From an optimization exercise on the open Yosys and OpenROAD flow, aimed at small area, a short achievable clock period and few clock cycles per item; shortcuts taken in it are not production practice.
Function was checked by simulation only, so behaviour that the tests miss may differ from the original.

## job 5380
## muldiv_top
module muldiv_top (
    input  logic               clk,
    input  logic               rst_n,
    input  logic [3:0]         op_i,
    input  logic [31:0]        opr1_i,
    input  logic [31:0]        opr2_i,
    input  logic               flush_i,
    output logic               busy_o,
    output logic               done_o,
    output logic [31:0]        result_o
);
localparam int S  = 4;            
localparam int BW = 36;           
localparam int CW = 4;            
function automatic logic [5:0] clz32(input logic [31:0] x);
    logic [15:0]      v1;
    logic [15:0][0:0] c1;
    logic [7:0]       v2;
    logic [7:0][1:0]  c2;
    logic [3:0]       v3;
    logic [3:0][2:0]  c3;
    logic [1:0]       v4;
    logic [1:0][3:0]  c4;
    logic             v5;
    logic [4:0]       c5;
    for (int k = 0; k < 16; k++) begin
        v1[k] = x[2*k+1] | x[2*k];
        c1[k] = ~x[2*k+1];
    end
    for (int k = 0; k < 8; k++) begin
        v2[k] = v1[2*k+1] | v1[2*k];
        c2[k] = v1[2*k+1] ? {1'b0, c1[2*k+1]} : {1'b1, c1[2*k]};
    end
    for (int k = 0; k < 4; k++) begin
        v3[k] = v2[2*k+1] | v2[2*k];
        c3[k] = v2[2*k+1] ? {1'b0, c2[2*k+1]} : {1'b1, c2[2*k]};
    end
    for (int k = 0; k < 2; k++) begin
        v4[k] = v3[2*k+1] | v3[2*k];
        c4[k] = v3[2*k+1] ? {1'b0, c3[2*k+1]} : {1'b1, c3[2*k]};
    end
    v5 = v4[1] | v4[0];
    c5 = v4[1] ? {1'b0, c4[1]} : {1'b1, c4[0]};
    clz32 = v5 ? {1'b0, c5} : 6'd32;
endfunction
logic              mul_q;       
logic              div_q;       
logic              imm_q;       
logic              rem_q;       
logic              bz_q;        
logic              hi_q;        
logic              neg_q;       
logic [CW-1:0]     cnt_q;       
logic [32:0]       a_q;         
logic [BW-1:0]     b_q;         
logic [31:0]       q_q;         
logic              done_q;
logic              oneg_q;      
logic [31:0]       res_q;
logic        last_iter;
logic        take;
logic        is_div;
logic        nma, nmb;          
logic        na, nb;            
logic [31:0] ua, ub;            
logic [5:0]  lza, lzb;          
  ...
clock: 14.0 ns
lec_check: 0
cap_margin: 20
core_margin: 2
core_utilization: 55
place_density: 0.7
setup_slack_margin: 5
slew_margin: 20
tns_end_percent: 100
standard.sh (not shown) runs the stock make flow with config.mk's settings and CLKGATE_MAP_FILE= SYNTH_SCRIPT=/design/flow/synth_recipe.tcl, a recipe that flattens the netlist after the stock synthesis.
==> flow/flow/run.sh <==
#!/bin/bash
# The standard layout (the standard.sh, standard synthesis included), with
# the port buffers made from sky130_fd_sc_hd__buf_2 cells instead of the delay
# buffer cells ORFS picks by default.
set -euo pipefail
bash standard.sh finish "BUFFER_PORTS_ARGS=-buffer_cell sky130_fd_sc_hd__buf_2" > standard_flow.log 2>&1
Having completed the whole flow, job 5380 delivered a layout that passed the timing, DRC and antenna checks.
Testbench counts of job 5380, summed over its fixed seeds: cycles 3,733, ops 2,400.
--- input diff job 5380..job 4956 ---
==> flow/run.sh (new file) <==
#!/bin/bash
# synth_recipe.tcl (not shown) runs the flow's synth.tcl, then flattens the netlist and writes it again
# the make line also repeats each setting of config.mk as NAME=value (left out here)
make -C /OpenROAD-flow-scripts/flow DESIGN_CONFIG=/design/flow/config.mk WORK_HOME=/design/flow/orfs CLKGATE_MAP_FILE= SYNTH_SCRIPT=/design/flow/synth_recipe.tcl finish
removed: flow/flow/run.sh
removed: flow/standard.sh
### Flow results
Job 4956 against job 5380: global placer's final weighted congestion went up 0.0082, met3 routed wirelength went down by 6.4%, fraction of area in registers level, layout buffer count excluding clock buffers went up. The higher final area of job 5380 and job 4956 is in job 4956. The core of job 4956 is more densely filled than that of job 5380.
Input-level comparison between job 6460 and job 4956:
- a deleted SETUP_SLACK_MARGIN that had been 5
==> flow/flow/run.sh (new file) <==
#!/bin/bash
# The standard layout (the standard.sh, standard synthesis included), with
# the port buffers made from sky130_fd_sc_hd__buf_2 cells instead of the delay
# buffer cells ORFS picks by default, and timing repair aiming for 7 ns of
# setup slack.
set -euo pipefail
bash standard.sh finish "BUFFER_PORTS_ARGS=-buffer_cell sky130_fd_sc_hd__buf_2" SETUP_SLACK_MARGIN=7 > standard_flow.log 2>&1
==> flow/standard.sh (new file) <==
#!/bin/bash
# synth_recipe.tcl (not shown) runs the flow's synth.tcl, then flattens the netlist and writes it again
# the make line also repeats each setting of config.mk as NAME=value (left out here)
make -C /OpenROAD-flow-scripts/flow DESIGN_CONFIG=/design/flow/config.mk WORK_HOME=/design/flow/orfs CLKGATE_MAP_FILE= SYNTH_SCRIPT=/design/flow/synth_recipe.tcl "${@:-finish}"
removed: flow/run.sh
- Compared job 6460 vs job 4956, and mean routed wirelength per cell is up in job 6460.
- From job 4956 to job 6460 the numbers moved as follows: register-to-register slack went up by 1.41 ns, per-cell via count in the routed design now sits higher.
- From job 4956 to job 6460 the numbers moved as follows: worst setup slack shows an increase of 1.41 ns.
- a_q[13]$_DFF_P_ as the startpoint of the worst setup timing path was reported by job 6460, and a_q[3]$_DFF_P_ by job 4956.
Relative to job 6460, the following input files were edited for job 6443:
==> flow/flow/run.sh <==
#!/bin/bash
# The standard layout (the standard.sh, standard synthesis included), with
# the port buffers made from sky130_fd_sc_hd__buf_2 cells instead of the delay
# buffer cells ORFS picks by default, and timing repair aiming for 6 ns of
# setup slack.
set -euo pipefail
bash standard.sh finish "BUFFER_PORTS_ARGS=-buffer_cell sky130_fd_sc_hd__buf_2" SETUP_SLACK_MARGIN=6 > standard_flow.log 2>&1
Results
From job 6460 to job 6443 the numbers moved as follows: number of non-clock buffers down 281; worst hold-check slack up 0.013 ns; share of cell area taken by multi-input logic gates up 5.2 points.
Cell area: job 6443 lower than job 6460
Job 6443 leaves less setup margin than job 6460.
Length of routed wiring on met1 essentially unchanged between job 6460 and job 6443.
Job 6443 vs. job 6460: number of nets in the layout went down by 283.
Every stage of the flow completed for job 6460, and the final layout passed the timing, DRC and antenna checks.
Both conditions hold for job 6443: the flow ran to the end and the final layout passed the timing, DRC and antenna checks.
Input changes introduced in job 1296 (baseline for comparison: job 6443):
- a change of PLACE_DENSITY from 0.7 to 0.8
==> run summary <==
Sort job 1296 and job 6443 by total number of vias asc -> top: job 6443
The fmax on job 1296 is in line with that on job 6443.
Delta (job 1296 minus job 6443): ratio of cells with drive above 1 in the final layout dropped 0.43 points; shortest clock period the worst path allows after layout increased by 0.0076 ns relative to the old numbers; sequential share of cell area shows no meaningful change.
Looking at initial antenna violation count, job 1296 sits 8 below job 6443.
For clock edge transition at the registers on the reported setup and hold paths, job 1296 and job 6443 come out practically identical.

==> separate check: timing with driven ports <==
Ports are ideal in the flow. The routed layouts listed here were re-timed in OpenROAD.
Step 1 sets driving cells, clkbuf_16 on the clock port and buf_2 on the other inputs (assumed; they add their load-dependent delay and slew).
Step 2 also shifts input and output timing later by t, the mid clock arrival at the registers, as if the neighbouring blocks saw the same clock.
Three values: ideal ports, drivers, drivers and shift; two values: the first two.
run	t, ns	setup WS [ns]	hold WS [ns]	worst register clock-pin slew, ns	worst data-port slew with drivers (ns)
job 5380	0.573	5.219 / 5.219 / 5.219	0.458 / 0.458 / 0.458	0.09 / 0.09	0.11
job 4956	0.565	5.388 / 5.388 / 5.058	0.443 / 0.443 / 0.443	0.10 / 0.10	0.11
job 6460	0.569	6.794 / 6.794 / 6.447	0.446 / 0.446 / 0.446	0.10 / 0.10	0.08
job 6443	0.574	6.030 / 6.030 / 5.643	0.459 / 0.459 / 0.459	0.09 / 0.09	0.11
job 1296	0.558	6.022 / 6.061 / 5.503	0.465 / 0.465 / 0.465	0.10 / 0.10	0.04
After both steps setup and hold are still met in every run listed. For job 1296, which loses most, drivers alone change the setup slack by +0.039 ns; drivers and shift together by -0.519 ns.
